Source: an optimization exercise on an open RTL-to-GDS flow (aim: small area and a short achievable clock period). Production flows keep margins and buffers that such runs may drop.
Function was checked by simulation only, so behaviour that the tests miss may differ from the original.
Power and IR drop assume default switching activity.

== main ==
==> flow/design.v (excerpt) <==
module Core(
  input         clock,
  input         reset,
  output [31:0] io_instrAddr,
  input  [31:0] io_instrData,
  output [31:0] io_dataAddr,
  output [31:0] io_dataWrite,
  input  [31:0] io_dataRead,
  output        io_dataWen,
  output        io_dataRen,
  output [3:0]  io_dataMask,
  output [31:0] io_pcDebug
);
  wire [31:0] ins = io_instrData;
  wire [6:0]  op  = ins[6:0];
  wire [4:0]  rd  = ins[11:7];
  wire [2:0]  f3  = ins[14:12];
  wire [4:0]  rs1 = ins[19:15];
  wire [4:0]  rs2 = ins[24:20];
  wire isOP    = op == 7'h33;
  wire isOPI   = op == 7'h13;
  wire isLUI   = op == 7'h37;
  wire isAUIPC = op == 7'h17;
  wire isJAL   = op == 7'h6f;
  wire isJALR  = op == 7'h67;
  wire isBR    = op == 7'h63;
  wire isLD    = op == 7'h03;
  wire isST    = op == 7'h23;
  wire regWrite = isOP | isOPI | isLUI | isAUIPC | isJAL | isJALR | isLD;
  wire [31:0] iimm = {{20{ins[31]}}, ins[31:20]};
  wire [31:0] uimm = {ins[31:12], 12'h0};
  wire [31:0] bimm = {{20{ins[31]}}, ins[7], ins[30:25], ins[11:8], 1'b0};
  wire [31:0] jimm = {{12{ins[31]}}, ins[19:12], ins[20], ins[30:21], 1'b0};
  reg  [31:1] pcr;
  wire [31:0] pc = {pcr, 1'b0};    
  reg  [32*32-1:32] rf;
  reg  [31:1] valid;
  wire [31:1] wen;
  genvar gi;
  generate
    for (gi = 1; gi < 32; gi = gi + 1) begin : g_dec
      assign wen[gi] = regWrite & (rd == gi);
    end
  endgenerate
  wire [31:0] r1, r2;
  RegRead read1 (.rs(rs1), .valid(valid), .rf(rf), .r(r1));
  RegRead read2 (.rs(rs2), .valid(valid), .rf(rf), .r(r2));
  wire [31:0] addr;
  AddrGen agen (.r1(r1), .imm(ins[31:20]), .addr(addr));
  wire [31:0] bsrc = isLUI ? uimm : (isOPI ? iimm : r2);
  wire opAlu = isOP | isOPI;
  wire isCmp = opAlu & (f3[2:1] == 2'b01);
  wire sub   = (isOP & (f3 == 3'h0) & ins[30]) | isCmp;
  ...
Size: about 3,800 cells after synthesis, ~1,100 flip-flops, ~200 I/O pins.
export LEC_CHECK = 0
export CAP_MARGIN = 20
export CORE_MARGIN = 2
export CORE_UTILIZATION = 50
export SETUP_SLACK_MARGIN = 5
export SLEW_MARGIN = 20
export SYNTH_HIERARCHICAL = 1
create_clock -name core_clock -period 14.5 [get_ports {clock}]
standard.sh (not shown) runs the stock make flow with config.mk's settings and CLKGATE_MAP_FILE= SYNTH_SCRIPT=/design/flow/synth_recipe.tcl, a recipe that flattens the netlist after the stock synthesis.
==> flow/flow/run.sh <==
#!/bin/bash
# Layout flow: the standard flow (standard.sh) with the standard synthesis
# unchanged, and two changes to how the layout is made:
#  - the port buffers are buf_2 cells instead of the delay buffers buffer_ports
#    picks by default (every port still gets its buffer);
#  - the clock tree is built without dummy loads;
# Each step's full output goes to a log file of its own in this folder.
set -euo pipefail
bash standard.sh synth > log_1_synth.txt 2>&1
bash standard.sh \
  "BUFFER_PORTS_ARGS=-buffer_cell sky130_fd_sc_hd__buf_2" \
  "CTS_ARGS=-sink_clustering_enable -repair_clock_nets -dont_use_dummy_load" \
  finish > log_2_layout.txt 2>&1
main went all the way through synthesis, placement and routing and the layout is clean on timing, DRC and antenna.
The following lists how the feature branch was set up differently from main:
==> flow/run.sh (new file) <==
#!/bin/bash
# synth_recipe.tcl (not shown) runs the flow's synth.tcl, then flattens the netlist and writes it again
# the make line also repeats each setting of config.mk as NAME=value (left out here)
make -C /OpenROAD-flow-scripts/flow DESIGN_CONFIG=/design/flow/config.mk WORK_HOME=/design/flow/orfs CLKGATE_MAP_FILE= SYNTH_SCRIPT=/design/flow/synth_recipe.tcl finish
removed: flow/flow/run.sh
removed: flow/standard.sh
Notes after the runs:
When the feature branch is set beside main, its sequential share of layout area turns out to be 2.0 points smaller.
On the feature branch: worst hold slack is 3.1 ps higher than what main gave.
Summary of the feature branch over main: footprint of the multi-input gates neither gained nor lost much, internal power component picked up an extra 8.1%, design area picked up an extra 4.2%, layout multi-input combinational cell count neither gained nor lost much.
[the feature branch] met3 wirelength from detailed routing rose 3.1% relative to main
Row final wirelength: the feature branch higher / main lower


run 1:
Another version of the RTL of Core (not shown whole).
Size in the first run: about 200 I/O pins, ~53000 µm² of cells after synthesis.
clock: 14.5 ns
lec_check: 0
cap_margin: 20
core_margin: 2
core_utilization: 58
setup_slack_margin: 5
slew_margin: 20
synth_hierarchical: 1
==> flow/flow/run.sh <==
#!/bin/bash
# Layout flow: the standard flow (standard.sh) with the standard synthesis
# unchanged, and two changes to how the layout is made:
#  - the port buffers are buf_2 cells instead of the delay buffers buffer_ports
#    picks by default (every port still gets its buffer);
#  - the clock tree is built without dummy loads, from larger sink clusters.
# Each step's full output goes to a log file of its own in this folder.
set -euo pipefail
bash standard.sh synth > log_1_synth.txt 2>&1
bash standard.sh \
  "BUFFER_PORTS_ARGS=-buffer_cell sky130_fd_sc_hd__buf_2" \
  "CTS_ARGS=-sink_clustering_enable -repair_clock_nets -dont_use_dummy_load -sink_clustering_size 25 -sink_clustering_max_diameter 80" \
  finish > log_2_layout.txt 2>&1
Run 1: PASS, flow complete, no timing, DRC or antenna violations
#### Input delta (run 2 over run 1)
Settings: CORE_UTILIZATION: 58 -> 50.
--- a/flow/flow/run.sh
+++ b/flow/flow/run.sh
@@ -11,3 +11,3 @@
   "BUFFER_PORTS_ARGS=-buffer_cell sky130_fd_sc_hd__buf_2" \
-  "CTS_ARGS=-sink_clustering_enable -repair_clock_nets -dont_use_dummy_load -sink_clustering_size 25 -sink_clustering_max_diameter 80" \
+  "CTS_ARGS=-sink_clustering_enable -repair_clock_nets -dont_use_dummy_load -sink_clustering_size 30 -sink_clustering_max_diameter 100" \
   finish > log_2_layout.txt 2>&1
==> notes.md <==
- Run 2 went all the way through synthesis, placement and routing and the layout is clean on timing, DRC and antenna.
- From run 1 to run 2 the numbers moved as follows: vertical extent of the die picked up an extra about 8%, final weighted congestion of routability-driven global placement lost about 10%.
- In the tables for run 1 and run 2, signal arrival time at the worst endpoint reads higher with run 2.
- Compared run 2 vs run 1, and power is down in run 2.
- On run 2: layout net count is about 0.9% lower than what run 1 gave.
- Changes observed in run 2 relative to run 1: global-route wire length before repair higher; routed wire length higher; critical path depth lower.
Edits applied to the flow inputs when going from run 2 to run 3:
--- a/flow/flow/run.sh
+++ b/flow/flow/run.sh
@@ -11,3 +11,3 @@
   "BUFFER_PORTS_ARGS=-buffer_cell sky130_fd_sc_hd__buf_2" \
-  "CTS_ARGS=-sink_clustering_enable -repair_clock_nets -dont_use_dummy_load -sink_clustering_size 30 -sink_clustering_max_diameter 100" \
+  "CTS_ARGS=-sink_clustering_enable -repair_clock_nets -dont_use_dummy_load -sink_clustering_size 25 -sink_clustering_max_diameter 80" \
   finish > log_2_layout.txt 2>&1
In summary, run 3 completed successfully, with a layout that passed the timing, design-rule and antenna checks.
In the tables for run 3 and run 2, clock transition time at the flip-flop clock pins of the worst setup and hold paths reads higher with run 2.
As far as effective utilization at floorplan goes, run 3 and run 2 are indistinguishable; the numbers are identical.
Compared with run 2, run 3 instantiates a larger number of standard cells.
Between run 2 and run 3, the first-pass GRT wire length does not differ in any meaningful way.
Post-layout net count: run 3 and run 2 compared, lower one is run 2
Against run 2, wire length in run 3 came out worse.
Comparing run 3 and run 2, setup slack is lower on run 2.
Power, run 3 vs run 2: up by a few percent

-- separate check: timing with driven ports --
Ports are ideal in the flow. The routed layouts listed here were re-timed in OpenROAD. Step 1 assumes that a clkbuf_16 drives the clock port and a buf_2 every other input. Step 2, shift: input delay + t, output delay - t, t = (earliest + latest rising clock arrival at the registers) / 2. This alone moves slack from input paths to output paths. Slacks: no drivers / after step 1 / after step 2; pairs: no drivers / after step 1.
| run | t (ns) | setup slack, ns | worst setup path after step 2 | slew at the worst register clock pin (ns) |
|---|---|---|---|---|
| main | 0.749 | 4.245 / 4.026 / 3.791 | input to register | 0.07 / 0.07 |
| the feature branch | 0.802 | 4.198 / 4.032 / 3.918 | input to register | 0.07 / 0.07 |
| run 1 | 0.745 | 4.849 / 4.591 / 4.460 | input to register | 0.10 / 0.10 |
| run 2 | 0.730 | 4.762 / 4.695 / 4.428 | input to register | 0.12 / 0.12 |
| run 3 | 0.754 | 4.769 / 4.728 / 4.441 | input to register | 0.10 / 0.10 |
After both steps every run listed still meets setup and hold. The setup slack of main, which loses most, moves by -0.219 ns with the drivers and by -0.454 ns with both steps.
